Source: an optimization exercise on an open RTL-to-GDS flow (aim: small area). Production flows keep margins and buffers that such runs may drop. In this exercise RTL edits were held to simulation tests only and were not proved equivalent to the original. Power and IR drop assume default switching activity.

--- design.v ---
`timescale 1ns/1ns
module fir_filter (
    input clk,     
    input rst,     
    input signed  [16-1 : 0] input_sig,
    input ready,
    output signed [16-1 : 0] filtred_sig
);
reg [128*16-1 : 0] ring;
reg [6:0] cnt;         
reg [6:0] kidx;        
reg [7:0] ph;          
reg pending;
reg signed [16-1 : 0] stage;
reg [12:0] ncoef;      
reg [27:0] acc;
reg c7, c14, c21;
reg [16-1 : 0] res;
reg res_l, res_c14, res_c21;
wire accept = !rst && ready && (cnt == 7'd127);
wire use_stage = pending && (kidx == 7'd1);
wire [16-1 : 0] head = use_stage ? stage : ring[16-1 : 0];
wire clr = (ph == 8'd1);
wire [27:0] acc_sel = clr ? 28'd0 : acc;
wire csel7 = !clr && c7;
wire csel14 = !clr && c14;
wire csel21 = !clr && c21;
wire [6:0] kidx_n = rst ? 7'd1 : kidx + 7'd1 + {6'd0, accept};
wire [7:0] ph_n = rst ? 8'd129 : accept ? 8'd1 : (ph == 8'd129) ? ph : ph + 8'd1;
wire active_n = (ph_n != 8'd0) && (ph_n <= 8'd128);
wire [12:0] coef = ~ncoef;
wire [5:0] fidx_n = kidx_n[6] ? ~kidx_n[5:0] : kidx_n[5:0];
reg signed [12:0] fc;
always @(*) begin
    case (fidx_n)
    6'd0: fc = 13'sd1;
    6'd1: fc = 13'sd1;
    6'd2: fc = 13'sd1;
    6'd3: fc = 13'sd1;
    6'd4: fc = -13'sd1;
    6'd5: fc = -13'sd2;
    6'd6: fc = -13'sd4;
    6'd7: fc = -13'sd4;
    6'd8: fc = -13'sd2;
    6'd9: fc = 13'sd2;
    6'd10: fc = 13'sd6;
    6'd11: fc = 13'sd9;
    6'd12: fc = 13'sd8;
    6'd13: fc = 13'sd4;
    6'd14: fc = -13'sd4;
    6'd15: fc = -13'sd13;
    6'd16: fc = -13'sd18;
    6'd17: fc = -13'sd16;
    6'd18: fc = -13'sd7;
    6'd19: fc = 13'sd8;
    6'd20: fc = 13'sd23;
    6'd21: fc = 13'sd32;
    6'd22: fc = 13'sd29;
    6'd23: fc = 13'sd12;
    6'd24: fc = -13'sd14;
    6'd25: fc = -13'sd39;
    6'd26: fc = -13'sd54;
    6'd27: fc = -13'sd48;
    6'd28: fc = -13'sd20;
    6'd29: fc = 13'sd22;
    6'd30: fc = 13'sd63;
    6'd31: fc = 13'sd85;
    6'd32: fc = 13'sd75;
    6'd33: fc = 13'sd31;
    6'd34: fc = -13'sd34;
    6'd35: fc = -13'sd97;
    6'd36: fc = -13'sd131;
    6'd37: fc = -13'sd115;
    6'd38: fc = -13'sd48;
    6'd39: fc = 13'sd52;
    6'd40: fc = 13'sd147;
    6'd41: fc = 13'sd197;
    6'd42: fc = 13'sd173;
    6'd43: fc = 13'sd72;
    6'd44: fc = -13'sd78;
    6'd45: fc = -13'sd221;
    6'd46: fc = -13'sd298;
    6'd47: fc = -13'sd262;
    6'd48: fc = -13'sd109;
    6'd49: fc = 13'sd120;
    6'd50: fc = 13'sd344;
    6'd51: fc = 13'sd469;
    6'd52: fc = 13'sd421;
    6'd53: fc = 13'sd179;
    6'd54: fc = -13'sd201;
    6'd55: fc = -13'sd596;
    6'd56: fc = -13'sd846;
    6'd57: fc = -13'sd798;
    6'd58: fc = -13'sd364;
    6'd59: fc = 13'sd448;
    6'd60: fc = 13'sd1517;
    6'd61: fc = 13'sd2638;
    6'd62: fc = 13'sd3568;
    6'd63: fc = 13'sd4095;
    default: fc = 13'sd0;
    endcase
end
wire [14:0] pp0 = head[14:0] & {15{coef[0]}};
wire ppn0 = ~(head[15] & coef[0]);
wire [14:0] pp1 = head[14:0] & {15{coef[1]}};
wire ppn1 = ~(head[15] & coef[1]);
wire [14:0] pp2 = head[14:0] & {15{coef[2]}};
wire ppn2 = ~(head[15] & coef[2]);
wire [14:0] pp3 = head[14:0] & {15{coef[3]}};
wire ppn3 = ~(head[15] & coef[3]);
wire [14:0] pp4 = head[14:0] & {15{coef[4]}};
wire ppn4 = ~(head[15] & coef[4]);
wire [14:0] pp5 = head[14:0] & {15{coef[5]}};
wire ppn5 = ~(head[15] & coef[5]);
wire [14:0] pp6 = head[14:0] & {15{coef[6]}};
wire ppn6 = ~(head[15] & coef[6]);
wire [14:0] pp7 = head[14:0] & {15{coef[7]}};
wire ppn7 = ~(head[15] & coef[7]);
wire [14:0] pp8 = head[14:0] & {15{coef[8]}};
wire ppn8 = ~(head[15] & coef[8]);
wire [14:0] pp9 = head[14:0] & {15{coef[9]}};
wire ppn9 = ~(head[15] & coef[9]);
wire [14:0] pp10 = head[14:0] & {15{coef[10]}};
wire ppn10 = ~(head[15] & coef[10]);
wire [14:0] pp11 = head[14:0] & {15{coef[11]}};
wire ppn11 = ~(head[15] & coef[11]);
wire [14:0] pq = ~(head[14:0] & {15{coef[12]}});
wire pt = head[15] & coef[12];
wire k12 = ~acc_sel[12];
wire k15 = ~acc_sel[15];
wire hs0, hc0;
fir_ha u_hs0 (.a(k12), .b(pp0[12]), .s(hs0), .co(hc0));
wire fs0, fc0;
fir_fa u_fs0 (.a(acc_sel[12]), .b(acc_sel[13]), .c(pp0[13]), .s(fs0), .co(fc0));
wire hs1, hc1;
fir_ha u_hs1 (.a(pp1[12]), .b(pp2[11]), .s(hs1), .co(hc1));
wire fs1, fc1;
fir_fa u_fs1 (.a(acc_sel[14]), .b(pp0[14]), .c(pp1[13]), .s(fs1), .co(fc1));
wire hs2, hc2;
fir_ha u_hs2 (.a(pp2[12]), .b(pp3[11]), .s(hs2), .co(hc2));
wire fs2, fc2;
fir_fa u_fs2 (.a(k15), .b(ppn0), .c(pp1[14]), .s(fs2), .co(fc2));
wire hs3, hc3;
fir_ha u_hs3 (.a(pp2[13]), .b(pp3[12]), .s(hs3), .co(hc3));
wire fs3, fc3;
fir_fa u_fs3 (.a(acc_sel[15]), .b(acc_sel[16]), .c(ppn1), .s(fs3), .co(fc3));
wire hs4, hc4;
fir_ha u_hs4 (.a(pp2[14]), .b(pp3[13]), .s(hs4), .co(hc4));
wire hs5, hc5;
fir_ha u_hs5 (.a(acc_sel[17]), .b(ppn2), .s(hs5), .co(hc5));
wire hs6, hc6;
fir_ha u_hs6 (.a(acc_sel[8]), .b(pp0[8]), .s(hs6), .co(hc6));
wire fs4, fc4;
fir_fa u_fs4 (.a(acc_sel[9]), .b(pp0[9]), .c(pp1[8]), .s(fs4), .co(fc4));
wire hs7, hc7;
fir_ha u_hs7 (.a(pp2[7]), .b(pp3[6]), .s(hs7), .co(hc7));
wire fs5, fc5;
fir_fa u_fs5 (.a(acc_sel[10]), .b(pp0[10]), .c(pp1[9]), .s(fs5), .co(fc5));
wire fs6, fc6;
fir_fa u_fs6 (.a(pp2[8]), .b(pp3[7]), .c(pp4[6]), .s(fs6), .co(fc6));
wire hs8, hc8;
fir_ha u_hs8 (.a(pp5[5]), .b(pp6[4]), .s(hs8), .co(hc8));
wire fs7, fc7;
fir_fa u_fs7 (.a(acc_sel[11]), .b(pp0[11]), .c(pp1[10]), .s(fs7), .co(fc7));
wire fs8, fc8;
fir_fa u_fs8 (.a(pp2[9]), .b(pp3[8]), .c(pp4[7]), .s(fs8), .co(fc8));
wire fs9, fc9;
fir_fa u_fs9 (.a(pp5[6]), .b(pp6[5]), .c(pp7[4]), .s(fs9), .co(fc9));
wire hs9, hc9;
fir_ha u_hs9 (.a(pp8[3]), .b(pp9[2]), .s(hs9), .co(hc9));
wire fs10, fc10;
fir_fa u_fs10 (.a(pp1[11]), .b(pp2[10]), .c(pp3[9]), .s(fs10), .co(fc10));
wire fs11, fc11;
fir_fa u_fs11 (.a(pp4[8]), .b(pp5[7]), .c(pp6[6]), .s(fs11), .co(fc11));
wire fs12, fc12;
fir_fa u_fs12 (.a(pp7[5]), .b(pp8[4]), .c(pp9[3]), .s(fs12), .co(fc12));
wire fs13, fc13;
fir_fa u_fs13 (.a(pp10[2]), .b(pp11[1]), .c(pq[0]), .s(fs13), .co(fc13));
wire fs14, fc14;
fir_fa u_fs14 (.a(pp3[10]), .b(pp4[9]), .c(pp5[8]), .s(fs14), .co(fc14));
wire fs15, fc15;
fir_fa u_fs15 (.a(pp6[7]), .b(pp7[6]), .c(pp8[5]), .s(fs15), .co(fc15));
wire fs16, fc16;
fir_fa u_fs16 (.a(pp9[4]), .b(pp10[3]), .c(pp11[2]), .s(fs16), .co(fc16));
wire fs17, fc17;
fir_fa u_fs17 (.a(pq[1]), .b(hc0), .c(fs0), .s(fs17), .co(fc17));
wire fs18, fc18;
fir_fa u_fs18 (.a(pp4[10]), .b(pp5[9]), .c(pp6[8]), .s(fs18), .co(fc18));
wire fs19, fc19;
fir_fa u_fs19 (.a(pp7[7]), .b(pp8[6]), .c(pp9[5]), .s(fs19), .co(fc19));
wire fs20, fc20;
fir_fa u_fs20 (.a(pp10[4]), .b(pp11[3]), .c(pq[2]), .s(fs20), .co(fc20));
wire fs21, fc21;
fir_fa u_fs21 (.a(fc0), .b(hc1), .c(fs1), .s(fs21), .co(fc21));
wire fs22, fc22;
fir_fa u_fs22 (.a(pp4[11]), .b(pp5[10]), .c(pp6[9]), .s(fs22), .co(fc22));
wire fs23, fc23;
fir_fa u_fs23 (.a(pp7[8]), .b(pp8[7]), .c(pp9[6]), .s(fs23), .co(fc23));
wire fs24, fc24;
fir_fa u_fs24 (.a(pp10[5]), .b(pp11[4]), .c(pq[3]), .s(fs24), .co(fc24));
wire fs25, fc25;
fir_fa u_fs25 (.a(fc1), .b(hc2), .c(fs2), .s(fs25), .co(fc25));
wire fs26, fc26;
fir_fa u_fs26 (.a(pp4[12]), .b(pp5[11]), .c(pp6[10]), .s(fs26), .co(fc26));
wire fs27, fc27;
fir_fa u_fs27 (.a(pp7[9]), .b(pp8[8]), .c(pp9[7]), .s(fs27), .co(fc27));
wire fs28, fc28;
fir_fa u_fs28 (.a(pp10[6]), .b(pp11[5]), .c(pq[4]), .s(fs28), .co(fc28));
wire fs29, fc29;
fir_fa u_fs29 (.a(fc2), .b(hc3), .c(fs3), .s(fs29), .co(fc29));
wire fs30, fc30;
fir_fa u_fs30 (.a(pp3[14]), .b(pp4[13]), .c(pp5[12]), .s(fs30), .co(fc30));
wire fs31, fc31;
fir_fa u_fs31 (.a(pp6[11]), .b(pp7[10]), .c(pp8[9]), .s(fs31), .co(fc31));
wire fs32, fc32;
fir_fa u_fs32 (.a(pp9[8]), .b(pp10[7]), .c(pp11[6]), .s(fs32), .co(fc32));
wire fs33, fc33;
fir_fa u_fs33 (.a(pq[5]), .b(fc3), .c(hc4), .s(fs33), .co(fc33));
wire fs34, fc34;
fir_fa u_fs34 (.a(acc_sel[18]), .b(ppn3), .c(pp4[14]), .s(fs34), .co(fc34));
wire fs35, fc35;
fir_fa u_fs35 (.a(pp5[13]), .b(pp6[12]), .c(pp7[11]), .s(fs35), .co(fc35));
wire fs36, fc36;
fir_fa u_fs36 (.a(pp8[10]), .b(pp9[9]), .c(pp10[8]), .s(fs36), .co(fc36));
wire hs10, hc10;
fir_ha u_hs10 (.a(pp11[7]), .b(pq[6]), .s(hs10), .co(hc10));
wire fs37, fc37;
fir_fa u_fs37 (.a(acc_sel[19]), .b(ppn4), .c(pp5[14]), .s(fs37), .co(fc37));
wire fs38, fc38;
fir_fa u_fs38 (.a(pp6[13]), .b(pp7[12]), .c(pp8[11]), .s(fs38), .co(fc38));
wire hs11, hc11;
fir_ha u_hs11 (.a(pp9[10]), .b(pp10[9]), .s(hs11), .co(hc11));
wire fs39, fc39;
fir_fa u_fs39 (.a(acc_sel[20]), .b(ppn5), .c(pp6[14]), .s(fs39), .co(fc39));
wire hs12, hc12;
fir_ha u_hs12 (.a(pp7[13]), .b(pp8[12]), .s(hs12), .co(hc12));
wire hs13, hc13;
fir_ha u_hs13 (.a(acc_sel[21]), .b(ppn6), .s(hs13), .co(hc13));
wire hs14, hc14;
fir_ha u_hs14 (.a(acc_sel[5]), .b(pp0[5]), .s(hs14), .co(hc14));
wire fs40, fc40;
fir_fa u_fs40 (.a(acc_sel[6]), .b(pp0[6]), .c(pp1[5]), .s(fs40), .co(fc40));
wire hs15, hc15;
fir_ha u_hs15 (.a(pp2[4]), .b(pp3[3]), .s(hs15), .co(hc15));
wire fs41, fc41;
fir_fa u_fs41 (.a(acc_sel[7]), .b(pp0[7]), .c(pp1[6]), .s(fs41), .co(fc41));
wire fs42, fc42;
fir_fa u_fs42 (.a(pp2[5]), .b(pp3[4]), .c(pp4[3]), .s(fs42), .co(fc42));
wire hs16, hc16;
fir_ha u_hs16 (.a(pp5[2]), .b(pp6[1]), .s(hs16), .co(hc16));
wire fs43, fc43;
fir_fa u_fs43 (.a(pp1[7]), .b(pp2[6]), .c(pp3[5]), .s(fs43), .co(fc43));
wire fs44, fc44;
fir_fa u_fs44 (.a(pp4[4]), .b(pp5[3]), .c(pp6[2]), .s(fs44), .co(fc44));
wire fs45, fc45;
fir_fa u_fs45 (.a(pp7[1]), .b(pp8[0]), .c(hs6), .s(fs45), .co(fc45));
wire fs46, fc46;
fir_fa u_fs46 (.a(pp4[5]), .b(pp5[4]), .c(pp6[3]), .s(fs46), .co(fc46));
wire fs47, fc47;
fir_fa u_fs47 (.a(pp7[2]), .b(pp8[1]), .c(pp9[0]), .s(fs47), .co(fc47));
wire fs48, fc48;
fir_fa u_fs48 (.a(hc6), .b(fs4), .c(hs7), .s(fs48), .co(fc48));
wire fs49, fc49;
fir_fa u_fs49 (.a(pp7[3]), .b(pp8[2]), .c(pp9[1]), .s(fs49), .co(fc49));
wire fs50, fc50;
fir_fa u_fs50 (.a(pp10[0]), .b(fc4), .c(hc7), .s(fs50), .co(fc50));
wire fs51, fc51;
fir_fa u_fs51 (.a(fs5), .b(fs6), .c(hs8), .s(fs51), .co(fc51));
wire fs52, fc52;
fir_fa u_fs52 (.a(pp10[1]), .b(pp11[0]), .c(fc5), .s(fs52), .co(fc52));
wire fs53, fc53;
fir_fa u_fs53 (.a(fc6), .b(hc8), .c(fs7), .s(fs53), .co(fc53));
wire fs54, fc54;
fir_fa u_fs54 (.a(fs8), .b(fs9), .c(hs9), .s(fs54), .co(fc54));
wire fs55, fc55;
fir_fa u_fs55 (.a(fc7), .b(fc8), .c(fc9), .s(fs55), .co(fc55));
wire fs56, fc56;
fir_fa u_fs56 (.a(hc9), .b(fs10), .c(fs11), .s(fs56), .co(fc56));
wire fs57, fc57;
fir_fa u_fs57 (.a(fs12), .b(fs13), .c(hs0), .s(fs57), .co(fc57));
wire fs58, fc58;
fir_fa u_fs58 (.a(fc10), .b(fc11), .c(fc12), .s(fs58), .co(fc58));
wire fs59, fc59;
fir_fa u_fs59 (.a(fc13), .b(fs14), .c(fs15), .s(fs59), .co(fc59));
wire fs60, fc60;
fir_fa u_fs60 (.a(fs16), .b(hs1), .c(fs17), .s(fs60), .co(fc60));
wire fs61, fc61;
fir_fa u_fs61 (.a(fc14), .b(fc15), .c(fc16), .s(fs61), .co(fc61));
wire fs62, fc62;
fir_fa u_fs62 (.a(fs18), .b(fs19), .c(fs20), .s(fs62), .co(fc62));
wire fs63, fc63;
fir_fa u_fs63 (.a(hs2), .b(fc17), .c(fs21), .s(fs63), .co(fc63));
wire fs64, fc64;
fir_fa u_fs64 (.a(fc18), .b(fc19), .c(fc20), .s(fs64), .co(fc64));
wire fs65, fc65;
fir_fa u_fs65 (.a(fs22), .b(fs23), .c(fs24), .s(fs65), .co(fc65));
wire fs66, fc66;
fir_fa u_fs66 (.a(hs3), .b(fc21), .c(fs25), .s(fs66), .co(fc66));
wire fs67, fc67;
fir_fa u_fs67 (.a(fc22), .b(fc23), .c(fc24), .s(fs67), .co(fc67));
wire fs68, fc68;
fir_fa u_fs68 (.a(fs26), .b(fs27), .c(fs28), .s(fs68), .co(fc68));
wire fs69, fc69;
fir_fa u_fs69 (.a(hs4), .b(fc25), .c(fs29), .s(fs69), .co(fc69));
wire fs70, fc70;
fir_fa u_fs70 (.a(fc26), .b(fc27), .c(fc28), .s(fs70), .co(fc70));
wire fs71, fc71;
fir_fa u_fs71 (.a(fs30), .b(fs31), .c(fs32), .s(fs71), .co(fc71));
wire fs72, fc72;
fir_fa u_fs72 (.a(hs5), .b(fc29), .c(fs33), .s(fs72), .co(fc72));
wire fs73, fc73;
fir_fa u_fs73 (.a(fc30), .b(fc31), .c(fc32), .s(fs73), .co(fc73));
wire fs74, fc74;
fir_fa u_fs74 (.a(fs34), .b(fs35), .c(fs36), .s(fs74), .co(fc74));
wire fs75, fc75;
fir_fa u_fs75 (.a(hs10), .b(hc5), .c(fc33), .s(fs75), .co(fc75));
wire fs76, fc76;
fir_fa u_fs76 (.a(pp11[8]), .b(pq[7]), .c(fc34), .s(fs76), .co(fc76));
wire fs77, fc77;
fir_fa u_fs77 (.a(fc35), .b(fc36), .c(hc10), .s(fs77), .co(fc77));
wire fs78, fc78;
fir_fa u_fs78 (.a(fs37), .b(fs38), .c(hs11), .s(fs78), .co(fc78));
wire fs79, fc79;
fir_fa u_fs79 (.a(pp9[11]), .b(pp10[10]), .c(pp11[9]), .s(fs79), .co(fc79));
wire fs80, fc80;
fir_fa u_fs80 (.a(pq[8]), .b(fc37), .c(fc38), .s(fs80), .co(fc80));
wire fs81, fc81;
fir_fa u_fs81 (.a(hc11), .b(fs39), .c(hs12), .s(fs81), .co(fc81));
wire fs82, fc82;
fir_fa u_fs82 (.a(pp7[14]), .b(pp8[13]), .c(pp9[12]), .s(fs82), .co(fc82));
wire fs83, fc83;
fir_fa u_fs83 (.a(pp10[11]), .b(pp11[10]), .c(pq[9]), .s(fs83), .co(fc83));
wire fs84, fc84;
fir_fa u_fs84 (.a(fc39), .b(hc12), .c(hs13), .s(fs84), .co(fc84));
wire fs85, fc85;
fir_fa u_fs85 (.a(acc_sel[22]), .b(ppn7), .c(pp8[14]), .s(fs85), .co(fc85));
wire fs86, fc86;
fir_fa u_fs86 (.a(pp9[13]), .b(pp10[12]), .c(pp11[11]), .s(fs86), .co(fc86));
wire hs17, hc17;
fir_ha u_hs17 (.a(pq[10]), .b(hc13), .s(hs17), .co(hc17));
wire fs87, fc87;
fir_fa u_fs87 (.a(acc_sel[23]), .b(ppn8), .c(pp9[14]), .s(fs87), .co(fc87));
wire hs18, hc18;
fir_ha u_hs18 (.a(pp10[13]), .b(pp11[12]), .s(hs18), .co(hc18));
wire hs19, hc19;
fir_ha u_hs19 (.a(acc_sel[24]), .b(ppn9), .s(hs19), .co(hc19));
wire hs20, hc20;
fir_ha u_hs20 (.a(acc_sel[3]), .b(pp0[3]), .s(hs20), .co(hc20));
wire fs88, fc88;
fir_fa u_fs88 (.a(acc_sel[4]), .b(pp0[4]), .c(pp1[3]), .s(fs88), .co(fc88));
wire hs21, hc21;
fir_ha u_hs21 (.a(pp2[2]), .b(pp3[1]), .s(hs21), .co(hc21));
wire fs89, fc89;
fir_fa u_fs89 (.a(pp1[4]), .b(pp2[3]), .c(pp3[2]), .s(fs89), .co(fc89));
wire fs90, fc90;
fir_fa u_fs90 (.a(pp4[1]), .b(pp5[0]), .c(hs14), .s(fs90), .co(fc90));
wire fs91, fc91;
fir_fa u_fs91 (.a(pp4[2]), .b(pp5[1]), .c(pp6[0]), .s(fs91), .co(fc91));
wire fs92, fc92;
fir_fa u_fs92 (.a(hc14), .b(fs40), .c(hs15), .s(fs92), .co(fc92));
wire fs93, fc93;
fir_fa u_fs93 (.a(pp7[0]), .b(fc40), .c(hc15), .s(fs93), .co(fc93));
wire fs94, fc94;
fir_fa u_fs94 (.a(fs41), .b(fs42), .c(hs16), .s(fs94), .co(fc94));
wire fs95, fc95;
fir_fa u_fs95 (.a(fc41), .b(fc42), .c(hc16), .s(fs95), .co(fc95));
wire fs96, fc96;
fir_fa u_fs96 (.a(fs43), .b(fs44), .c(fs45), .s(fs96), .co(fc96));
wire fs97, fc97;
fir_fa u_fs97 (.a(fc43), .b(fc44), .c(fs46), .s(fs97), .co(fc97));
wire fs98, fc98;
fir_fa u_fs98 (.a(fs47), .b(fc45), .c(fs48), .s(fs98), .co(fc98));
wire fs99, fc99;
fir_fa u_fs99 (.a(fc46), .b(fc47), .c(fs49), .s(fs99), .co(fc99));
wire fs100, fc100;
fir_fa u_fs100 (.a(fc48), .b(fs50), .c(fs51), .s(fs100), .co(fc100));
wire fs101, fc101;
fir_fa u_fs101 (.a(fc49), .b(fc50), .c(fc51), .s(fs101), .co(fc101));
wire fs102, fc102;
fir_fa u_fs102 (.a(fs52), .b(fs53), .c(fs54), .s(fs102), .co(fc102));
wire fs103, fc103;
fir_fa u_fs103 (.a(fc52), .b(fc53), .c(fc54), .s(fs103), .co(fc103));
wire fs104, fc104;
fir_fa u_fs104 (.a(fs55), .b(fs56), .c(fs57), .s(fs104), .co(fc104));
wire fs105, fc105;
fir_fa u_fs105 (.a(fc55), .b(fc56), .c(fc57), .s(fs105), .co(fc105));
wire fs106, fc106;
fir_fa u_fs106 (.a(fs58), .b(fs59), .c(fs60), .s(fs106), .co(fc106));
wire fs107, fc107;
fir_fa u_fs107 (.a(fc58), .b(fc59), .c(fs61), .s(fs107), .co(fc107));
wire fs108, fc108;
fir_fa u_fs108 (.a(fs62), .b(fc60), .c(fs63), .s(fs108), .co(fc108));
wire fs109, fc109;
fir_fa u_fs109 (.a(fc61), .b(fc62), .c(fs64), .s(fs109), .co(fc109));
wire fs110, fc110;
fir_fa u_fs110 (.a(fs65), .b(fc63), .c(fs66), .s(fs110), .co(fc110));
wire fs111, fc111;
fir_fa u_fs111 (.a(fc64), .b(fc65), .c(fs67), .s(fs111), .co(fc111));
wire fs112, fc112;
fir_fa u_fs112 (.a(fs68), .b(fc66), .c(fs69), .s(fs112), .co(fc112));
wire fs113, fc113;
fir_fa u_fs113 (.a(fc67), .b(fc68), .c(fs70), .s(fs113), .co(fc113));
wire fs114, fc114;
fir_fa u_fs114 (.a(fs71), .b(fc69), .c(fs72), .s(fs114), .co(fc114));
wire fs115, fc115;
fir_fa u_fs115 (.a(fc70), .b(fc71), .c(fs73), .s(fs115), .co(fc115));
wire fs116, fc116;
fir_fa u_fs116 (.a(fs74), .b(fc72), .c(fs75), .s(fs116), .co(fc116));
wire fs117, fc117;
fir_fa u_fs117 (.a(fc73), .b(fc74), .c(fs76), .s(fs117), .co(fc117));
wire fs118, fc118;
fir_fa u_fs118 (.a(fs77), .b(fs78), .c(fc75), .s(fs118), .co(fc118));
wire fs119, fc119;
fir_fa u_fs119 (.a(fs79), .b(fc76), .c(fc77), .s(fs119), .co(fc119));
wire fs120, fc120;
fir_fa u_fs120 (.a(fc78), .b(fs80), .c(fs81), .s(fs120), .co(fc120));
wire fs121, fc121;
fir_fa u_fs121 (.a(fc79), .b(fs82), .c(fs83), .s(fs121), .co(fc121));
wire fs122, fc122;
fir_fa u_fs122 (.a(fc80), .b(fc81), .c(fs84), .s(fs122), .co(fc122));
wire fs123, fc123;
fir_fa u_fs123 (.a(fc82), .b(fc83), .c(fs85), .s(fs123), .co(fc123));
wire fs124, fc124;
fir_fa u_fs124 (.a(fs86), .b(fc84), .c(hs17), .s(fs124), .co(fc124));
wire fs125, fc125;
fir_fa u_fs125 (.a(pq[11]), .b(fc85), .c(fc86), .s(fs125), .co(fc125));
wire fs126, fc126;
fir_fa u_fs126 (.a(fs87), .b(hs18), .c(hc17), .s(fs126), .co(fc126));
wire fs127, fc127;
fir_fa u_fs127 (.a(pp10[14]), .b(pp11[13]), .c(pq[12]), .s(fs127), .co(fc127));
wire fs128, fc128;
fir_fa u_fs128 (.a(fc87), .b(hc18), .c(hs19), .s(fs128), .co(fc128));
wire fs129, fc129;
fir_fa u_fs129 (.a(acc_sel[25]), .b(ppn10), .c(pp11[14]), .s(fs129), .co(fc129));
wire hs22, hc22;
fir_ha u_hs22 (.a(pq[13]), .b(hc19), .s(hs22), .co(hc22));
wire hs23, hc23;
fir_ha u_hs23 (.a(acc_sel[26]), .b(ppn11), .s(hs23), .co(hc23));
wire hs24, hc24;
fir_ha u_hs24 (.a(acc_sel[2]), .b(pp0[2]), .s(hs24), .co(hc24));
wire fs130, fc130;
fir_fa u_fs130 (.a(pp1[2]), .b(pp2[1]), .c(pp3[0]), .s(fs130), .co(fc130));
wire fs131, fc131;
fir_fa u_fs131 (.a(pp4[0]), .b(hc20), .c(fs88), .s(fs131), .co(fc131));
wire fs132, fc132;
fir_fa u_fs132 (.a(fc88), .b(hc21), .c(fs89), .s(fs132), .co(fc132));
wire fs133, fc133;
fir_fa u_fs133 (.a(fc89), .b(fs91), .c(fc90), .s(fs133), .co(fc133));
wire fs134, fc134;
fir_fa u_fs134 (.a(fc91), .b(fc92), .c(fs93), .s(fs134), .co(fc134));
wire fs135, fc135;
fir_fa u_fs135 (.a(fc93), .b(fc94), .c(fs95), .s(fs135), .co(fc135));
wire fs136, fc136;
fir_fa u_fs136 (.a(fc95), .b(fs97), .c(fc96), .s(fs136), .co(fc136));
wire fs137, fc137;
fir_fa u_fs137 (.a(fc97), .b(fs99), .c(fc98), .s(fs137), .co(fc137));
wire fs138, fc138;
fir_fa u_fs138 (.a(fc99), .b(fc100), .c(fs101), .s(fs138), .co(fc138));
wire fs139, fc139;
fir_fa u_fs139 (.a(fc101), .b(fc102), .c(fs103), .s(fs139), .co(fc139));
wire fs140, fc140;
fir_fa u_fs140 (.a(fc103), .b(fc104), .c(fs105), .s(fs140), .co(fc140));
wire fs141, fc141;
fir_fa u_fs141 (.a(fc105), .b(fs107), .c(fc106), .s(fs141), .co(fc141));
wire fs142, fc142;
fir_fa u_fs142 (.a(fc107), .b(fs109), .c(fc108), .s(fs142), .co(fc142));
wire fs143, fc143;
fir_fa u_fs143 (.a(fc109), .b(fs111), .c(fc110), .s(fs143), .co(fc143));
wire fs144, fc144;
fir_fa u_fs144 (.a(fc111), .b(fs113), .c(fc112), .s(fs144), .co(fc144));
wire fs145, fc145;
fir_fa u_fs145 (.a(fc113), .b(fs115), .c(fc114), .s(fs145), .co(fc145));
wire fs146, fc146;
fir_fa u_fs146 (.a(fc115), .b(fs117), .c(fc116), .s(fs146), .co(fc146));
wire fs147, fc147;
fir_fa u_fs147 (.a(fc117), .b(fs119), .c(fs120), .s(fs147), .co(fc147));
wire fs148, fc148;
fir_fa u_fs148 (.a(fs121), .b(fc119), .c(fc120), .s(fs148), .co(fc148));
wire fs149, fc149;
fir_fa u_fs149 (.a(fc121), .b(fs123), .c(fc122), .s(fs149), .co(fc149));
wire fs150, fc150;
fir_fa u_fs150 (.a(fc123), .b(fs125), .c(fc124), .s(fs150), .co(fc150));
wire fs151, fc151;
fir_fa u_fs151 (.a(fs127), .b(fc125), .c(fs128), .s(fs151), .co(fc151));
wire fs152, fc152;
fir_fa u_fs152 (.a(fc127), .b(fs129), .c(fc128), .s(fs152), .co(fc152));
wire fs153, fc153;
fir_fa u_fs153 (.a(pq[14]), .b(fc129), .c(hs23), .s(fs153), .co(fc153));
wire hs25, hc25;
fir_ha u_hs25 (.a(acc_sel[27]), .b(pt), .s(hs25), .co(hc25));
wire hs26, hc26;
fir_ha u_hs26 (.a(acc_sel[1]), .b(pp0[1]), .s(hs26), .co(hc26));
wire fs154, fc154;
fir_fa u_fs154 (.a(pp1[1]), .b(pp2[0]), .c(hs24), .s(fs154), .co(fc154));
wire fs155, fc155;
fir_fa u_fs155 (.a(hc24), .b(fs130), .c(hs20), .s(fs155), .co(fc155));
wire fs156, fc156;
fir_fa u_fs156 (.a(fc130), .b(hs21), .c(fs131), .s(fs156), .co(fc156));
wire fs157, fc157;
fir_fa u_fs157 (.a(fc131), .b(fs132), .c(fs90), .s(fs157), .co(fc157));
wire fs158, fc158;
fir_fa u_fs158 (.a(fc132), .b(fs92), .c(fs133), .s(fs158), .co(fc158));
wire fs159, fc159;
fir_fa u_fs159 (.a(fs94), .b(fc133), .c(fs134), .s(fs159), .co(fc159));
wire fs160, fc160;
fir_fa u_fs160 (.a(fc134), .b(fs135), .c(fs96), .s(fs160), .co(fc160));
wire fs161, fc161;
fir_fa u_fs161 (.a(fc135), .b(fs98), .c(fs136), .s(fs161), .co(fc161));
wire fs162, fc162;
fir_fa u_fs162 (.a(fs100), .b(fc136), .c(fs137), .s(fs162), .co(fc162));
wire fs163, fc163;
fir_fa u_fs163 (.a(fs102), .b(fc137), .c(fs138), .s(fs163), .co(fc163));
wire fs164, fc164;
fir_fa u_fs164 (.a(fs104), .b(fc138), .c(fs139), .s(fs164), .co(fc164));
wire fs165, fc165;
fir_fa u_fs165 (.a(fc139), .b(fs140), .c(fs106), .s(fs165), .co(fc165));
wire fs166, fc166;
fir_fa u_fs166 (.a(fc140), .b(fs108), .c(fs141), .s(fs166), .co(fc166));
wire fs167, fc167;
fir_fa u_fs167 (.a(fs110), .b(fc141), .c(fs142), .s(fs167), .co(fc167));
wire fs168, fc168;
fir_fa u_fs168 (.a(fs112), .b(fc142), .c(fs143), .s(fs168), .co(fc168));
wire fs169, fc169;
fir_fa u_fs169 (.a(fs114), .b(fc143), .c(fs144), .s(fs169), .co(fc169));
wire fs170, fc170;
fir_fa u_fs170 (.a(fs116), .b(fc144), .c(fs145), .s(fs170), .co(fc170));
wire fs171, fc171;
fir_fa u_fs171 (.a(fs118), .b(fc145), .c(fs146), .s(fs171), .co(fc171));
wire fs172, fc172;
fir_fa u_fs172 (.a(fs147), .b(fc118), .c(fc146), .s(fs172), .co(fc172));
wire fs173, fc173;
fir_fa u_fs173 (.a(fs122), .b(fc147), .c(fs148), .s(fs173), .co(fc173));
wire fs174, fc174;
fir_fa u_fs174 (.a(fs124), .b(fc148), .c(fs149), .s(fs174), .co(fc174));
wire fs175, fc175;
fir_fa u_fs175 (.a(fs126), .b(fc149), .c(fs150), .s(fs175), .co(fc175));
wire fs176, fc176;
fir_fa u_fs176 (.a(fs151), .b(fc126), .c(fc150), .s(fs176), .co(fc176));
wire fs177, fc177;
fir_fa u_fs177 (.a(hs22), .b(fc151), .c(fs152), .s(fs177), .co(fc177));
wire fs178, fc178;
fir_fa u_fs178 (.a(fs153), .b(hc22), .c(fc152), .s(fs178), .co(fc178));
wire fs179, fc179;
fir_fa u_fs179 (.a(hs25), .b(hc23), .c(fc153), .s(fs179), .co(fc179));
wire hs27, hc27;
fir_ha u_hs27 (.a(acc_sel[0]), .b(pp0[0]), .s(hs27), .co(hc27));
wire fs180, fc180;
fir_fa u_fs180 (.a(hs26), .b(pp1[0]), .c(hc27), .s(fs180), .co(fc180));
wire fs181, fc181;
fir_fa u_fs181 (.a(hc26), .b(fs154), .c(fc180), .s(fs181), .co(fc181));
wire fs182, fc182;
fir_fa u_fs182 (.a(fc154), .b(fs155), .c(fc181), .s(fs182), .co(fc182));
wire fs183, fc183;
fir_fa u_fs183 (.a(fc155), .b(fs156), .c(fc182), .s(fs183), .co(fc183));
wire fs184, fc184;
fir_fa u_fs184 (.a(fc156), .b(fs157), .c(fc183), .s(fs184), .co(fc184));
wire fs185, fc185;
fir_fa u_fs185 (.a(fc157), .b(fs158), .c(fc184), .s(fs185), .co(fc185));
wire cout7 = fc185;
wire fs186, fc186;
fir_fa u_fs186 (.a(fc158), .b(fs159), .c(csel7), .s(fs186), .co(fc186));
wire fs187, fc187;
fir_fa u_fs187 (.a(fc159), .b(fs160), .c(fc186), .s(fs187), .co(fc187));
wire fs188, fc188;
fir_fa u_fs188 (.a(fc160), .b(fs161), .c(fc187), .s(fs188), .co(fc188));
wire fs189, fc189;
fir_fa u_fs189 (.a(fc161), .b(fs162), .c(fc188), .s(fs189), .co(fc189));
wire fs190, fc190;
fir_fa u_fs190 (.a(fc162), .b(fs163), .c(fc189), .s(fs190), .co(fc190));
wire fs191, fc191;
fir_fa u_fs191 (.a(fc163), .b(fs164), .c(fc190), .s(fs191), .co(fc191));
wire fs192, fc192;
fir_fa u_fs192 (.a(fc164), .b(fs165), .c(fc191), .s(fs192), .co(fc192));
wire cout14 = fc192;
wire fs193, fc193;
fir_fa u_fs193 (.a(fc165), .b(fs166), .c(csel14), .s(fs193), .co(fc193));
wire fs194, fc194;
fir_fa u_fs194 (.a(fc166), .b(fs167), .c(fc193), .s(fs194), .co(fc194));
wire fs195, fc195;
fir_fa u_fs195 (.a(fc167), .b(fs168), .c(fc194), .s(fs195), .co(fc195));
wire fs196, fc196;
fir_fa u_fs196 (.a(fc168), .b(fs169), .c(fc195), .s(fs196), .co(fc196));
wire fs197, fc197;
fir_fa u_fs197 (.a(fc169), .b(fs170), .c(fc196), .s(fs197), .co(fc197));
wire fs198, fc198;
fir_fa u_fs198 (.a(fc170), .b(fs171), .c(fc197), .s(fs198), .co(fc198));
wire fs199, fc199;
fir_fa u_fs199 (.a(fc171), .b(fs172), .c(fc198), .s(fs199), .co(fc199));
wire cout21 = fc199;
wire fs200, fc200;
fir_fa u_fs200 (.a(fc172), .b(fs173), .c(csel21), .s(fs200), .co(fc200));
wire fs201, fc201;
fir_fa u_fs201 (.a(fc173), .b(fs174), .c(fc200), .s(fs201), .co(fc201));
wire fs202, fc202;
fir_fa u_fs202 (.a(fc174), .b(fs175), .c(fc201), .s(fs202), .co(fc202));
wire fs203, fc203;
fir_fa u_fs203 (.a(fc175), .b(fs176), .c(fc202), .s(fs203), .co(fc203));
wire fs204, fc204;
fir_fa u_fs204 (.a(fc176), .b(fs177), .c(fc203), .s(fs204), .co(fc204));
wire fs205, fc205;
fir_fa u_fs205 (.a(fc177), .b(fs178), .c(fc204), .s(fs205), .co(fc205));
wire fs206, fc206;
fir_fa u_fs206 (.a(fc178), .b(fs179), .c(fc205), .s(fs206), .co(fc206));
wire [27:0] sum = {fs206, fs205, fs204, fs203, fs202, fs201, fs200, fs199, fs198, fs197, fs196, fs195, fs194, fs193, fs192, fs191, fs190, fs189, fs188, fs187, fs186, fs185, fs184, fs183, fs182, fs181, fs180, hs27};
always @(posedge clk) begin
    ring <= {head, ring[128*16-1 : 16]};
    acc <= sum;
    c7 <= cout7;
    c14 <= cout14;
    c21 <= cout21;
    ncoef <= (active_n && kidx_n != 7'd124 && kidx_n != 7'd125) ? ~fc : 13'h1fff;
    kidx <= kidx_n;
    ph <= ph_n;
    if (rst) begin
        cnt <= 7'd127;
        pending <= 1'b0;
    end
    else begin
        if (ready)
            cnt <= cnt + 7'd1;
        if (accept) begin
            pending <= 1'b1;
            stage <= input_sig;
        end
        else if (use_stage)
            pending <= 1'b0;
    end
    if (accept) begin
        res <= sum[27:12];
        res_c14 <= cout14;
        res_c21 <= cout21;
        res_l <= cout7 && (sum[11:7] == 5'h1f);
    end
end
wire os0 = res[0] ^ res_l;
wire oc0 = res[0] & res_l;
wire os1 = res[1] ^ oc0;
wire oc1 = res[1] & oc0;
wire os2 = res[2] ^ res_c14 ^ oc1;
wire oc2 = (res[2] & res_c14) | (oc1 & (res[2] ^ res_c14));
wire os3 = res[3] ^ oc2;
wire oc3 = res[3] & oc2;
wire os4 = res[4] ^ oc3;
wire oc4 = res[4] & oc3;
wire os5 = res[5] ^ oc4;
wire oc5 = res[5] & oc4;
wire os6 = res[6] ^ oc5;
wire oc6 = res[6] & oc5;
wire os7 = res[7] ^ oc6;
wire oc7 = res[7] & oc6;
wire os8 = res[8] ^ oc7;
wire oc8 = res[8] & oc7;
wire os9 = res[9] ^ res_c21 ^ oc8;
wire oc9 = (res[9] & res_c21) | (oc8 & (res[9] ^ res_c21));
wire os10 = res[10] ^ oc9;
wire oc10 = res[10] & oc9;
wire os11 = res[11] ^ oc10;
wire oc11 = res[11] & oc10;
wire os12 = res[12] ^ oc11;
wire oc12 = res[12] & oc11;
wire os13 = res[13] ^ oc12;
wire oc13 = res[13] & oc12;
wire os14 = res[14] ^ oc13;
wire oc14 = res[14] & oc13;
wire os15 = res[15] ^ oc14;
wire oc15 = res[15] & oc14;
assign filtred_sig = {os15, os14, os13, os12, os11, os10, os9, os8, os7, os6, os5, os4, os3, os2, os1, os0};
endmodule
module fir_fa (input a, input b, input c, output s, output co);
assign s = a ^ b ^ c;
assign co = (a & b) | (c & (a ^ b));
endmodule
module fir_ha (input a, input b, output s, output co);
assign s = a ^ b;
assign co = a & b;
endmodule
--- flow/run.sh ---
#!/bin/bash
set -e
cd "$(dirname "$0")/.."
cp standard.sh standard_sh_copy.txt
export CTS_ARGS="$(cat flow/cts_args.txt)"
echo "CTS_ARGS=$CTS_ARGS" > flow_settings.log
bash standard.sh > standard.log 2>&1
--- constraint.sdc ---
create_clock -name core_clock -period 8.0 [get_ports {clk}]
set_input_delay 1.6000 -clock core_clock [delete_from_list [all_inputs] [get_ports {clk}]]
set_output_delay 1.6000 -clock core_clock [all_outputs]
set_load 0.01 [all_outputs]
--- config.mk ---
export PLATFORM = sky130hd
export DESIGN_NAME = fir_filter
export DESIGN_NICKNAME = fir_filter
export VERILOG_FILES = /design/flow/design.v
export SDC_FILE = /design/flow/constraint.sdc
export NUM_CORES = 4
export LEC_CHECK = 0
export ABC_AREA = 1
export CAP_MARGIN = 20
export CORE_MARGIN = 2
export CORE_UTILIZATION = 40
export GPL_TIMING_DRIVEN = 0
export SLEW_MARGIN = 20
export SYNTH_HIERARCHICAL = 1
export SYNTH_MINIMUM_KEEP_SIZE = 0
--- standard.sh ---
#!/bin/bash
# synth_recipe.tcl (not shown) runs the flow's synth.tcl, then flattens the netlist and writes it again
# the make line also repeats each setting of config.mk as NAME=value (left out here)
make -C /OpenROAD-flow-scripts/flow DESIGN_CONFIG=/design/flow/config.mk WORK_HOME=/design/flow/orfs CLKGATE_MAP_FILE= SYNTH_SCRIPT=/design/flow/synth_recipe.tcl "${@:-finish}"
--- flow/cts_args.txt ---
-sink_clustering_enable -repair_clock_nets -sink_buffer_max_cap_derate 1.0 -dont_use_dummy_load -buf_list sky130_fd_sc_hd__clkbuf_4 -sink_clustering_size 12 -sink_clustering_max_diameter 40
==> run_results.csv, run 1 <==
group,metric,value,unit
sta,finalCritPeriodShare,96.68,%
route,dr.pass1.iters,4,
critical_path,reg2reg_slack,270,ps
critical_path,cp.depth,18,
critical_path,crit_arrival,8580,ps
cells_and_area,stdcell_count,5092,
yosys,syn_area,0.05167,mm^2
yosys,yosysWarnings,7,
critical_path,cp-end-kind,"flop",
clock_network,clk_latency,1150,ps
power,p_per_area,326.6,mW/mm^2
min_path,hold_depth,0,
critical_path,worstSetupPathType,"flop to flop",
cells_and_area,syn_to_final_growth,8.168,%
floorplan,core-area,0.1278,mm^2
cells_and_area,nets,3702,
place,place_congestion,0.8298,
clock_network,hold_buffers,0,
floorplan,die-height,363.4,um
clock_network,cts-root-buf,"clkbuf_4",
critical_path,cpLargestDelayFamily,"adder cells",
clock_network,cts_tree,"yes",
route,vias_per_cell,4.068,
yosys,synthMuxAreaShare,0,%
floorplan,die_area,0.1321,mm^2
yosys,netlist-cell-type-count,35,
route,wl_per_cell,13.11,um
yosys,synth_seq_area_share,83.98,%
clock_network,clockBufferDepth,3,
place,portBuffers,33,
sta,setup_viol,0,
critical_path,cp_slowest_cell,"o21ai_2",
route,wirelength,66750,um
min_path,whs_endpoint,"ring[1134]$_DFF_P_",
grt,antenna_found_initial,8,
clock_network,cts_buffers,208,
cells_and_area,nFillCells,11480,
clock_network,cts-htree-levels,4,
sta,drv_slew,0,
critical_path,r2r_start,"kidx[3]$_DFF_P_",
yosys,ys_ff_latch,2150,
status,status,"complete, no violations",
critical_path,startpoint_type,"flop",
grt,gr-total-overflow,0,
sta,fmaxAchievable,0.1293,GHz
route,ant_nets,0,
min_path,hp-start,"ring[1150]$_DFF_P_",
place,place_inst,4872,
power,ir_drop,0.1936,mV
floorplan,rows,131,
yosys,synth_compound_gate_area_share,0.4262,%
clock_network,clk_pin_slew,110,ps
floorplan,start_util,40.41,%
critical_path,critical_path_buf_inv_count,2,
sta,hold_violations,0,
route,vias,20720,
critical_path,cp_common_cell,"fa_1",
power,p_leak,22.92,nW
critical_path,cp_cell_sequence,"nor4_1 > nand2_2 > buf_4 > o21ai_2 > clkbuf_1 > nor2_1 > fa_1 > fa_1 > fa_1 > fa_1 > fa_1 > fa_1 > fa_1 > fa_1 > fa_1 > fa_1 > fa_1 > fa_1",
critical_path,max_stage_delay,570,ps
yosys,synth_adder_area_share,9.381,%
clock_network,cts_sinks,2150,
cells_and_area,drive_gt1_share,9.740,%
critical_path,worstPathRequired,8840,ps
critical_path,r2r_cells,18,
sta,hold_slack,243.8,ps
grt,grt_pass1_vias,21290,
flow_run,max-cap-violations,0,
yosys,synthSimpleGateAreaFrac,4.676,%
critical_path,cp_max_fo,10,
yosys,synth-xor-area-share,0.1889,%
grt,grtUsageTotal,10.67,%
yosys,postSynthAreaPerCell,16.30,um^2
grt,grt_max_degree,17,
route,drc,0,
cells_and_area,finish.utilization,43.71,%
sta,finClkSkew,123.3,ps
route,drtIter0Drc,892,
grt,grt_pass1_wl,110600,um
min_path,hp-class,"flop to flop",
yosys,synth_top_family_by_area,"adder cells",
yosys,synthCells,3170,
sta,worst-slew-pin-transition,863.6,ps
sta,fin_crit,7735,ps
floorplan,ios,35,
sta,fin_setup_tns,0,ps
floorplan,fp.dieW,363.4,um
sta,max_slew_margin,42.36,%
place,dp_hpwl,42660,um
critical_path,r2r-end,"res[8]$_DFFE_PP_",
sequential cells by signal (all words and copies together) (netlist names):
register / cells
acc: 28
c14: 1
c21: 1
c7: 1
cnt: 7
kidx: 7
ncoef: 13
pending: 1
ph: 8
res: 16
res_c14: 1
res_c21: 1
res_l: 1
ring: 2048
stage: 16
cells by family (layout without fill, tap and decap cells):
logic type | after synthesis | in the layout
simple gates | 556 | 556
xor+xnor | 9 | 9
compound gates | 39 | 39
buf+inv | 154 | 403
fa+ha+maj | 262 | 262
other cells | 0 | 11
flops | 2150 | 2150
through the flow:
step | area [um^2] | setup WS, ps | total power, mW
2_1_floorplan | 51670 | 880.4 | 13.57
3_5_place_dp | 54180 | -673.0 | 14.54
5_1_grt | 55880 | -2.987 | 19.46
6_report | 55890 | 265.2 | 18.25
4_1_cts | 55810 | 0.7567 | 18.66
3_3_place_gp | 54080 | -1565 | 14.53
cell usage in the layout, fill, tap and decap left out, drive strengths merged:
cell	instances
clkdlybuf4s50	33
nand3	79
xor2	7
xnor2	2
diode	11
ha	53
or2	28
inv	91
nand2	183
clkbuf	232
nand4	12
nor4	1
a21oi	10
edfxtp	35
nor3	5
buf	47
o211ai	1
fa	209
o21bai	3
o21ai	25
nand3b	1
nor2	247
dfxtp	2115
Yosys stat by module (local to each module, per instance):
module	area (um^2)	cells inside	times used	flops+latches
fir_ha	12.51	1	28	0
fir_fa	20.02	1	207	0
fir_filter	47170	2935	1	2150
cell type report:
| cell class | instances | area [um^2] | area share, % |
|---|---|---|---|
| inverters | 91 | 341.6 | 0.6112 |
| diodes | 11 | 27.53 | 0.04925 |
| well taps | 1662 | 2079 | 3.721 |
| flip-flops and latches | 2150 | 43390 | 77.64 |
| plain buffers | 59 | 354.1 | 0.6336 |
| repair buffers | 45 | 459.2 | 0.8216 |
| clock buffers | 208 | 1562 | 2.794 |
| multi-input cells | 866 | 7674 | 13.73 |
cells in the mapped netlist:
master    number  area (um^2)
o211ai_1       1        7.510
o21bai_1       2        15.01
nor2_2         2        12.51
o21ai_2        1        8.760
nor3_1         5        25.02
a21oi_1       10        50.05
ha_1          53        663.1
nand2_2       14        87.58
buf_4         19        142.6
buf_6          2        22.52
nand3_2        3        30.03
or2_2         28        175.2
edfxtp_1      35         1051
nand3_4        2        35.03
nand2_4        4        45.04
xnor2_1        1        8.760
nor2_4         1        11.26
dfxtp_1     2115        42340
nor2_1       244        915.9
nand3b_1       1        7.510
buf_2         16        80.08
xor2_1         7        61.31
inv_1         89        334.1
nand2_1      165        619.3
o21ai_0       23        115.1
nor4_1         1        6.260
xnor2_4        1        27.53
o21bai_4       1        18.77
fa_1         209         4184
buf_8          1        15.01
nand4_1       12        75.07
o21ai_1        1        5.000
inv_2          2        7.510
clkbuf_1      25        93.84
nand3_1       74        370.4
timing repair:
item,4_1_cts,5_1_grt
setup buffers,1,4
setup endpoints to repair,10,5
resized for setup,19,6
pin swaps,2,2
power by group:
part           switching, mW  internal, mW  leakage [nW]
registers              0.146          11.4          17.4
logic                   1.48          1.20          4.56
clock network           2.83          1.19         0.957
total                   4.46          13.8          22.9
metal layers:
layer / share of wire [%] / vias up / GRT usage, %
met5: 0.040 / - / 0
met1: 50 / 9987 / 14.96
li1: - / 10230 / -
met2: 41 / 344 / 14.89
met3: 6.0 / 150 / 3.450
met4: 3.0 / 4 / 4.987
how the worst max path moves through the flow:
stage	startpoint	end	slack [ps]
floorplan	kidx[3]$_DFF_P_	res[8]$_DFFE_PP_	880
global placement	kidx[3]$_DFF_P_	res[8]$_DFFE_PP_	-1560
detailed placement	kidx[3]$_DFF_P_	res[8]$_DFFE_PP_	-670
CTS	kidx[3]$_DFF_P_	res[8]$_DFFE_PP_	0.8
global route	kidx[4]$_DFF_P_	res[8]$_DFFE_PP_	-3
finish	kidx[3]$_DFF_P_	res[8]$_DFFE_PP_	270
==> run 2, diff against run 1 <==
--- a/design.v
+++ b/design.v
@@ -20,3 +20,3 @@
 wire accept = !rst && ready && (cnt == 7'd127);
-wire use_stage = pending && (kidx == 7'd1);
+reg use_stage;         
 wire [16-1 : 0] head = use_stage ? stage : ring[16-1 : 0];
@@ -28,2 +28,3 @@
 wire [6:0] kidx_n = rst ? 7'd1 : kidx + 7'd1 + {6'd0, accept};
+wire pending_n = rst ? 1'b0 : accept ? 1'b1 : use_stage ? 1'b0 : pending;
 wire [7:0] ph_n = rst ? 8'd129 : accept ? 8'd1 : (ph == 8'd129) ? ph : ph + 8'd1;
@@ -613,16 +614,10 @@
     ph <= ph_n;
-    if (rst) begin
+    pending <= pending_n;
+    use_stage <= pending_n && (kidx_n == 7'd1);
+    if (rst)
         cnt <= 7'd127;
-        pending <= 1'b0;
-    end
-    else begin
-        if (ready)
-            cnt <= cnt + 7'd1;
-        if (accept) begin
-            pending <= 1'b1;
-            stage <= input_sig;
-        end
-        else if (use_stage)
-            pending <= 1'b0;
-    end
+    else if (ready)
+        cnt <= cnt + 7'd1;
+    if (accept)
+        stage <= input_sig;
     if (accept) begin
==> flow/run.sh (replaced) <==
#!/bin/bash
set -e
cd "$(dirname "$0")/.."
cp standard.sh standard_sh_copy.txt
export CTS_ARGS="$(cat flow/cts_args.txt)"
export BUFFER_PORTS_ARGS="$(cat flow/buffer_ports_args.txt)"
{ echo "CTS_ARGS=$CTS_ARGS"; echo "BUFFER_PORTS_ARGS=$BUFFER_PORTS_ARGS"; } > flow_settings.log
bash standard.sh > standard.log 2>&1
==> flow/buffer_ports_args.txt (new file) <==
-buffer_cell sky130_fd_sc_hd__buf_1
==> run 2 against run 1 <==
Critical path type unchanged. Total power about the same. Register-to-register slack better by 20 ps. Still clean. Die area hardly changed. Flip-flop and latch count rose by 1. Highest routed layer unchanged. Critical endpoint is now res[15]$_DFFE_PP_. Largest power group unchanged. First-iteration DRC count up 17%.
==> run_results.csv, run 2 <==
group,metric,value,unit
status,status,"complete, no violations",
critical_path,cp_slowest_cell,"fa_1",
yosys,ys_ff_latch,2151,
clock_network,clk_pin_slew,120,ps
grt,antenna_found_initial,6,
min_path,hp-start,"ring[124]$_DFF_P_",
cells_and_area,fin_area,0.05555,mm^2
route,dr.pass1.iters,5,
yosys,synth_area_leaders,"dfxtp_1 82%, fa_1 8.1%, edfxtp_1 2.0%",
critical_path,critical_path_buf_inv_count,3,
sta,finClkSkew,109.3,ps
grt,grt_max_degree,31,
critical_path,cp-end-kind,"flop",
clock_network,clk_latency,1170,ps
power,internal_power,13.78,mW
grt,grtUsageTotal,10.84,%
critical_path,cp.depth,18,
yosys,synth_ff_type,"dfxtp_1",
sta,fmaxAchievable,0.1296,GHz
cells_and_area,top_register,"ring",
power,p_total,18.25,mW
floorplan,die_area,0.1321,mm^2
route,wirelength,67480,um
clock_network,cts-htree-levels,4,
grt,gr-total-overflow,0,
cells_and_area,stdcell_count,5095,
critical_path,cpLargestDelayFamily,"adder cells",
place,dp_hpwl,42310,um
floorplan,die-height,363.4,um
clock_network,cts_buffers,212,
route,drc,0,
cells_and_area,regArea,0.04341,mm^2
sta,hold_violations,0,
clock_network,cts_tree,"yes",
power,p_leak,22.76,nW
critical_path,r2r_start,"use_stage$_DFF_P_",
cells_and_area,final_common_cell,"dfxtp_1",
yosys,synthCells,3178,
power,pwr-share-clk,22.4,%
cells_and_area,largestRegisters,"ring (2048), acc (28)",
yosys,syn_area,0.05166,mm^2
route,vias_per_cell,4.088,
place,place_congestion,0.8063,
sta,setup_slack,285.0,ps
power,combPwrFrac,14.0,%
critical_path,cp_common_cell,"fa_1",
min_path,whs_endpoint,"ring[108]$_DFF_P_",
sta,finalCritPeriodShare,96.44,%
sta,drv_slew,0,
clock_network,cts_setup_buffers,0,
yosys,yosys-top-cells-count,"2,116 x dfxtp_1, 238 x nor2_1, 209 x fa_1, 172 x nand2_1, 96 x inv_1",
flow_run,max-cap-violations,0,
place,postPlaceCellArea,0.05389,mm^2
power,p_per_area,328.5,mW/mm^2
yosys,synth.most_common_cell,"dfxtp_1",
power,seq_power_share,63.5,%
floorplan,ios,35,
cells_and_area,multi_input_area,0.007557,mm^2
min_path,hold_depth,0,
sta,max_slew_margin,37.83,%
min_path,hp-class,"flop to flop",
power,p_sw,4.471,mW
sta,fin_crit,7715,ps
place,place_inst,4874,
cells_and_area,nFillCells,11490,
sta,hold_slack,254.6,ps
critical_path,cp_max_fo,10,
critical_path,crit_arrival,8600,ps
critical_path,startpoint_type,"flop",
route,ant_nets,0,
yosys,synth_area_leader_cell,"dfxtp_1",
yosys,postSynthAreaPerCell,16.26,um^2
clock_network,clockBufferDepth,3,
clock_network,cts_sinks,2151,
route,wl_per_cell,13.24,um
sta,worst-slew-pin-transition,922.8,ps
floorplan,rows,131,
critical_path,worstPathRequired,8890,ps
grt,grt_pass1_wl,112100,um
critical_path,r2r-end,"res[15]$_DFFE_PP_",
critical_path,reg2reg_slack,290,ps
critical_path,worstSetupPathType,"flop to flop",
power,ir_drop,0.2035,mV
floorplan,start_util,40.41,%
cells_and_area,largest_reg_flops,2048,
floorplan,fp.dieW,363.4,um
cells_and_area,drive_gt1_share,9.521,%
grt,grt_pass1_vias,21320,
sta,setup_viol,0,
cells_and_area,syn_to_final_growth,7.515,%
cells_and_area,nets,3707,
route,drtIter0Drc,1042,
clock_network,cts-root-buf,"clkbuf_4",
yosys,synth_top_cell_area_share,81.99,%
place,portBuffers,33,
critical_path,critPathLaunch,"use_stage$_DFF_P_",
sta,rsz0062_at_grt,"false",
yosys,async_reset_ff_share,0,%
critical_path,cp_cell_sequence,"inv_1 > clkbuf_1 > or2_2 > o21ai_1 > buf_2 > nor2_1 > fa_1 > fa_1 > fa_1 > fa_1 > fa_1 > fa_1 > fa_1 > fa_1 > fa_1 > fa_1 > fa_1 > fa_1",
yosys,synth_seq_area_share,84.03,%
yosys,synth-edff-count,35,
route,vias,20830,
critical_path,max_stage_delay,520,ps
yosys,yosysWarnings,7,
cells_and_area,layout_common_cells,"2,116 x dfxtp_1, 238 x nor2_1, 212 x clkbuf_4, 209 x fa_1, 172 x nand2_1",
place,place_ws,-314.5,ps
critical_path,r2r_cells,18,
power,sw_frac_of_total,24.50,%
floorplan,core-area,0.1278,mm^2
yosys,netlist-cell-type-count,36,
run 2: cell count changes in the layout (fill, tap and decap cells not counted), sizes merged, moves of 3 or more:
| cell | before | now |
|---|---|---|
| clkdlybuf4s50 | 33 | 0 |
| buf | 47 | 66 |
| clkbuf | 232 | 244 |
| inv | 91 | 100 |
| nor2 | 247 | 241 |
| nand2 | 183 | 188 |
| nand3 | 79 | 82 |
| nand4 | 12 | 9 |
| nor3 | 5 | 2 |
run 2: per-layer routing:
metal,wire length (um),track usage [%]
met1,34270,15.43
met2,27470,14.96
met3,3903,3.554
met4,1819,4.849
met5,23,0
run 2: stage by stage:
stage,TNS [ps],utilization (%)
floorplan,0,-
CTS,0,43.40
finish,0,43.45
global placement,-970.3,42.13
global route,0,43.45
detailed placement,-1185,42.15
run 2: worst max-delay path by stage:
stage,endpoint,slack [ps]
after floorplan,res[8]$_DFFE_PP_,890
after global placement,res[8]$_DFFE_PP_,-280
after detailed placement,res[8]$_DFFE_PP_,-310
after CTS,res[15]$_DFFE_PP_,20
after global routing,res[8]$_DFFE_PP_,10
final,res[15]$_DFFE_PP_,290
run 2: final cells by class:
type                       instances  area share, %
antenna                            9        0.04055
buffer                            64         0.6532
clock buffer                     212          2.865
inverter                         100         0.6803
multi-input combinational        863          13.61
sequential                      2151          78.15
tap                             1662          3.744
timing repair buffer              34         0.2590
run 2: cell families (layout without fill, tap and decap cells):
kind of cell / count (synthesis) / in the layout / synth area share [%]
flip-flops: 2151 / 2151 / 84.03
AO/OA/AOI/OAI: 38 / 38 / 0.4190
adder cells (fa/ha/maj): 262 / 262 / 9.382
buffers and inverters: 164 / 410 / 1.400
AND/OR/NAND/NOR: 557 / 557 / 4.657
other: 0 / 9 / 0
XOR/XNOR: 6 / 6 / 0.1162
run 2: modules after synthesis (local to each module, per instance):
| module | flip-flops and latches | cell area [um^2] | cells |
|---|---|---|---|
| fir_fa | 0 | 20.02 | 1 |
| fir_filter | 2151 | 47170 | 2943 |
| fir_ha | 0 | 12.51 | 1 |
run 2: worst reg2reg max path: stages (launching register included):
cell	delay, ps
dfxtp_1	470
inv_1	160
clkbuf_1	230
or2_2	320
o21ai_1	410
buf_2	450
nor2_1	110
fa_1	440
fa_1	430
fa_1	470
fa_1	520
fa_1	460
fa_1	460
fa_1	430
fa_1	410
fa_1	390
fa_1	410
fa_1	410
fa_1	490
run 2: power groups by stage:
stage / sequential (mW) / clock, mW / combinational, mW
2_1_floorplan: 11.8 / 0 / 1.85
3_3_place_gp: 11.8 / 0 / 2.64
3_5_place_dp: 11.8 / 0 / 2.61
4_1_cts: 11.6 / 4.39 / 2.67
5_1_grt: 11.6 / 4.82 / 3.02
6_report: 11.6 / 4.10 / 2.56
run 2: timing repair:
action / in CTS / in global routing
pin swaps: 0 / 0
hold buffers: 0 / 0
resized for setup: 2 / 34
setup endpoints to repair: 6 / 6
==> run 3, diff against run 2 <==
--- a/flow/run.sh
+++ b/flow/run.sh
@@ -7,2 +7,4 @@
 { echo "CTS_ARGS=$CTS_ARGS"; echo "BUFFER_PORTS_ARGS=$BUFFER_PORTS_ARGS"; } > flow_settings.log
+export REMOVE_ABC_BUFFERS=1
+echo "REMOVE_ABC_BUFFERS=1" >> flow_settings.log
 bash standard.sh > standard.log 2>&1
==> run 3 against run 2 <==
Global-route usage shrank 0.78 points. Maximum frequency grew 2.5%. Clock skew grew 25 ps. Critical path depth grew 3. Flip-flop and latch count is the same. Register-to-register slack gained 190 ps. Count of clock-buffer cells in the layout shrank 7. Via count shrank 1.8%. Setup slack gained 190 ps. Critical path type unchanged. Largest power group unchanged.
==> run_results.csv, run 3 <==
group,metric,value,unit
critical_path,startpoint_type,"flop",
floorplan,rows,131,
critical_path,cp_cell_sequence,"ha_1 > nand2_1 > nor2_1 > and3_2 > buf_12 > inv_1 > nand2_1 > inv_1 > fa_1 > fa_1 > fa_1 > fa_1 > fa_1 > fa_1 > fa_1 > fa_1 > fa_1 > fa_1 > fa_1 > fa_1 > fa_1",
power,pwr-share-clk,22.0,%
critical_path,cp_slowest_cell,"fa_1",
grt,gr-total-overflow,0,
grt,grtUsageTotal,10.07,%
power,internal_power,13.75,mW
yosys,synth-edff-count,35,
cells_and_area,multi_input_area,0.007617,mm^2
sta,fin_crit,7529,ps
route,drtIter0Drc,1156,
cells_and_area,stdcell_count,5039,
route,dr.pass1.iters,5,
sta,setup_slack,471.2,ps
clock_network,hold_buffers,0,
grt,antenna_found_initial,2,
yosys,syn_area,0.05166,mm^2
yosys,synth.most_common_cell,"dfxtp_1",
grt,grt_pass1_wl,105800,um
cells_and_area,regArea,0.04342,mm^2
grt,grt_max_degree,31,
place,place_inst,4825,
yosys,postSynthAreaPerCell,16.26,um^2
route,drc,0,
sta,finalCritPeriodShare,94.11,%
floorplan,start_util,40.41,%
floorplan,die_area,0.1321,mm^2
power,p_sw,4.542,mW
clock_network,clk_pin_slew,120,ps
power,sw_frac_of_total,24.83,%
sta,drv_slew,0,
critical_path,worstPathRequired,8800,ps
power,p_per_area,329.8,mW/mm^2
clock_network,cts_buffers,205,
clock_network,clockBufferDepth,3,
floorplan,fp.dieW,363.4,um
floorplan,ios,35,
yosys,synth_seq_area_share,84.03,%
power,combPwrFrac,14.5,%
yosys,synth_area_leader_cell,"dfxtp_1",
yosys,async_reset_ff_share,0,%
clock_network,cts-htree-levels,4,
cells_and_area,largest_reg_flops,2048,
flow_run,max-cap-violations,0,
place,place_congestion,0.8241,
yosys,synth_area_leaders,"dfxtp_1 82%, fa_1 8.1%, edfxtp_1 2.0%",
yosys,yosys-top-cells-count,"2,116 x dfxtp_1, 238 x nor2_1, 209 x fa_1, 172 x nand2_1, 96 x inv_1",
cells_and_area,drive_gt1_share,9.129,%
critical_path,cp_common_cell,"fa_1",
sta,fmaxAchievable,0.1328,GHz
clock_network,cts_sinks,2151,
critical_path,max_stage_delay,570,ps
cells_and_area,syn_to_final_growth,7.367,%
cells_and_area,final_common_cell,"dfxtp_1",
route,vias_per_cell,4.061,
route,vias,20460,
place,place_ws,-642.1,ps
floorplan,core-area,0.1278,mm^2
critical_path,cp_max_fo,30,
yosys,netlist-cell-type-count,36,
cells_and_area,nets,3657,
yosys,synth_top_cell_area_share,81.99,%
route,wl_per_cell,12.48,um
critical_path,cp-end-kind,"flop",
critical_path,worstSetupPathType,"flop to flop",
yosys,synth_ff_type,"dfxtp_1",
yosys,yosysWarnings,7,
place,dp_hpwl,37250,um
route,ant_nets,0,
clock_network,cts-root-buf,"clkbuf_4",
cells_and_area,layout_common_cells,"2,115 x dfxtp_1, 238 x nor2_1, 209 x fa_1, 205 x clkbuf_4, 171 x nand2_1",
power,ir_drop,0.3146,mV
floorplan,die-height,363.4,um
status,status,"complete, no violations",
cells_and_area,largestRegisters,"ring (2048), acc (28)",
sta,setup_viol,0,
clock_network,cts_tree,"yes",
critical_path,crit_arrival,8330,ps
yosys,ys_ff_latch,2151,
sta,worst-slew-pin-transition,980.6,ps
power,p_leak,22.67,nW
sta,rsz0062_at_grt,"false",
grt,grt_pass1_vias,20940,
place,portBuffers,34,
sta,max_slew_margin,34.54,%
route,wirelength,62890,um
min_path,hp-class,"flop to flop",
cells_and_area,nFillCells,11350,
clock_network,clk_latency,1110,ps
sta,finClkSkew,134.4,ps
cells_and_area,top_register,"ring",
yosys,synthCells,3178,
power,seq_power_share,63.5,%
sta,hold_violations,0,
==> run 3: metrics by stage <==
| stage | hold slack [ps] | instance area (um^2) | TNS, ps | utilization, % | power, mW |
|---|---|---|---|---|---|
| 2_1_floorplan | 309.6 | 51320 | 0 | - | 13.54 |
| 3_3_place_gp | 309.6 | 53530 | -15190 | 41.87 | 14.47 |
| 3_5_place_dp | 312.1 | 53870 | -2497 | 42.13 | 14.48 |
| 4_1_cts | 249.4 | 55440 | 0 | 43.37 | 18.64 |
| 5_1_grt | 248.4 | 55470 | 0 | 43.39 | 19.44 |
| 6_report | 237.1 | 55470 | 0 | 43.39 | 18.29 |
==> run 3: cell type report <==
class                      instances  share of cell area (%)
sequential                      2151                   78.27
timing repair buffer              55                  0.7759
multi-input combinational        863                   13.73
clock buffer                     205                   2.774
antenna                            3                 0.01353
tap                             1662                   3.749
inverter                         100                  0.6880
==> run 3: metal layers <==
metal	share of wire, %	global-route usage, %
met1	52	14.70
met2	38	13.24
met3	6.5	3.033
met4	3.2	5.370
met5	0	0
==> run 3: timing repair <==
item | 4_1_cts | 5_1_grt
pin swaps | 0 | 0
gates resized for setup | 3 | 1
setup buffers | 4 | 2
setup endpoints to repair | 8 | 2
==> run 3: critical path, delay by kind of cell (launching register included) <==
kind | cells | cell delay [ps]
simple gates | 4 | 520
fa+ha+maj | 14 | 5950
buf+inv | 3 | 360
flops | 1 | 420
==> run 3: per-module statistics from Yosys (local to each module, per instance) <==
module      copies in the design  area [um^2]
fir_fa                       207        20.02
fir_filter                     1        47170
fir_ha                        28        12.51
==> run 3: power by group through the flow <==
stage          registers, mW  clock network [mW]  logic [mW]
6_report                11.6                4.02        2.65
5_1_grt                 11.7                4.71        3.05
4_1_cts                 11.6                4.30        2.71
3_5_place_dp            11.9                   0        2.61
3_3_place_gp            11.9                   0        2.61
2_1_floorplan           11.8                   0        1.76
==> run 3: cell families after synthesis <==
family / synth area share (%)
buf+inv: 1.400
compound gates: 0.4190
simple gates: 4.657
xor+xnor: 0.1162
fa+ha+maj: 9.382
flops: 84.03
==> run 3: final timing paths <==
path,from,end,slack [ps],cells after the start
worst max-delay path,ph[0]$_DFF_P_,res[8]$_DFFE_PP_,470,21
worst min-delay path,ring[1437]$_DFF_P_,ring[1421]$_DFF_P_,240,0
worst max register to register,ph[0]$_DFF_P_,res[8]$_DFFE_PP_,470,21
worst min register to register,ring[1437]$_DFF_P_,ring[1421]$_DFF_P_,240,0

-- separate check: timing with driven ports --
The results above use ideal ports. As a check the final layouts listed here were re-extracted and re-timed, cells and wires unchanged. Step 1: set_driving_cell puts a clkbuf_16 on clk and a buf_2 on each other input, an assumption about the parent block. Step 2 also shifts input and output timing later by t, the mid clock arrival at the registers, as if the neighbouring blocks saw the same clock. a / b / c = no drivers / after step 1 / after step 2; a / b = the first two.
run	shift t [ns]	setup WS [ns]	worst setup path after step 2	slew at the worst register clock pin (ns)
run 1	1.122	0.265 / 0.265 / 0.265	register to register	0.12 / 0.12
run 2	1.175	0.285 / 0.285 / 0.285	register to register	0.12 / 0.12
run 3	1.118	0.471 / 0.471 / 0.471	register to register	0.12 / 0.12
After both steps setup and hold are still met in every run listed.
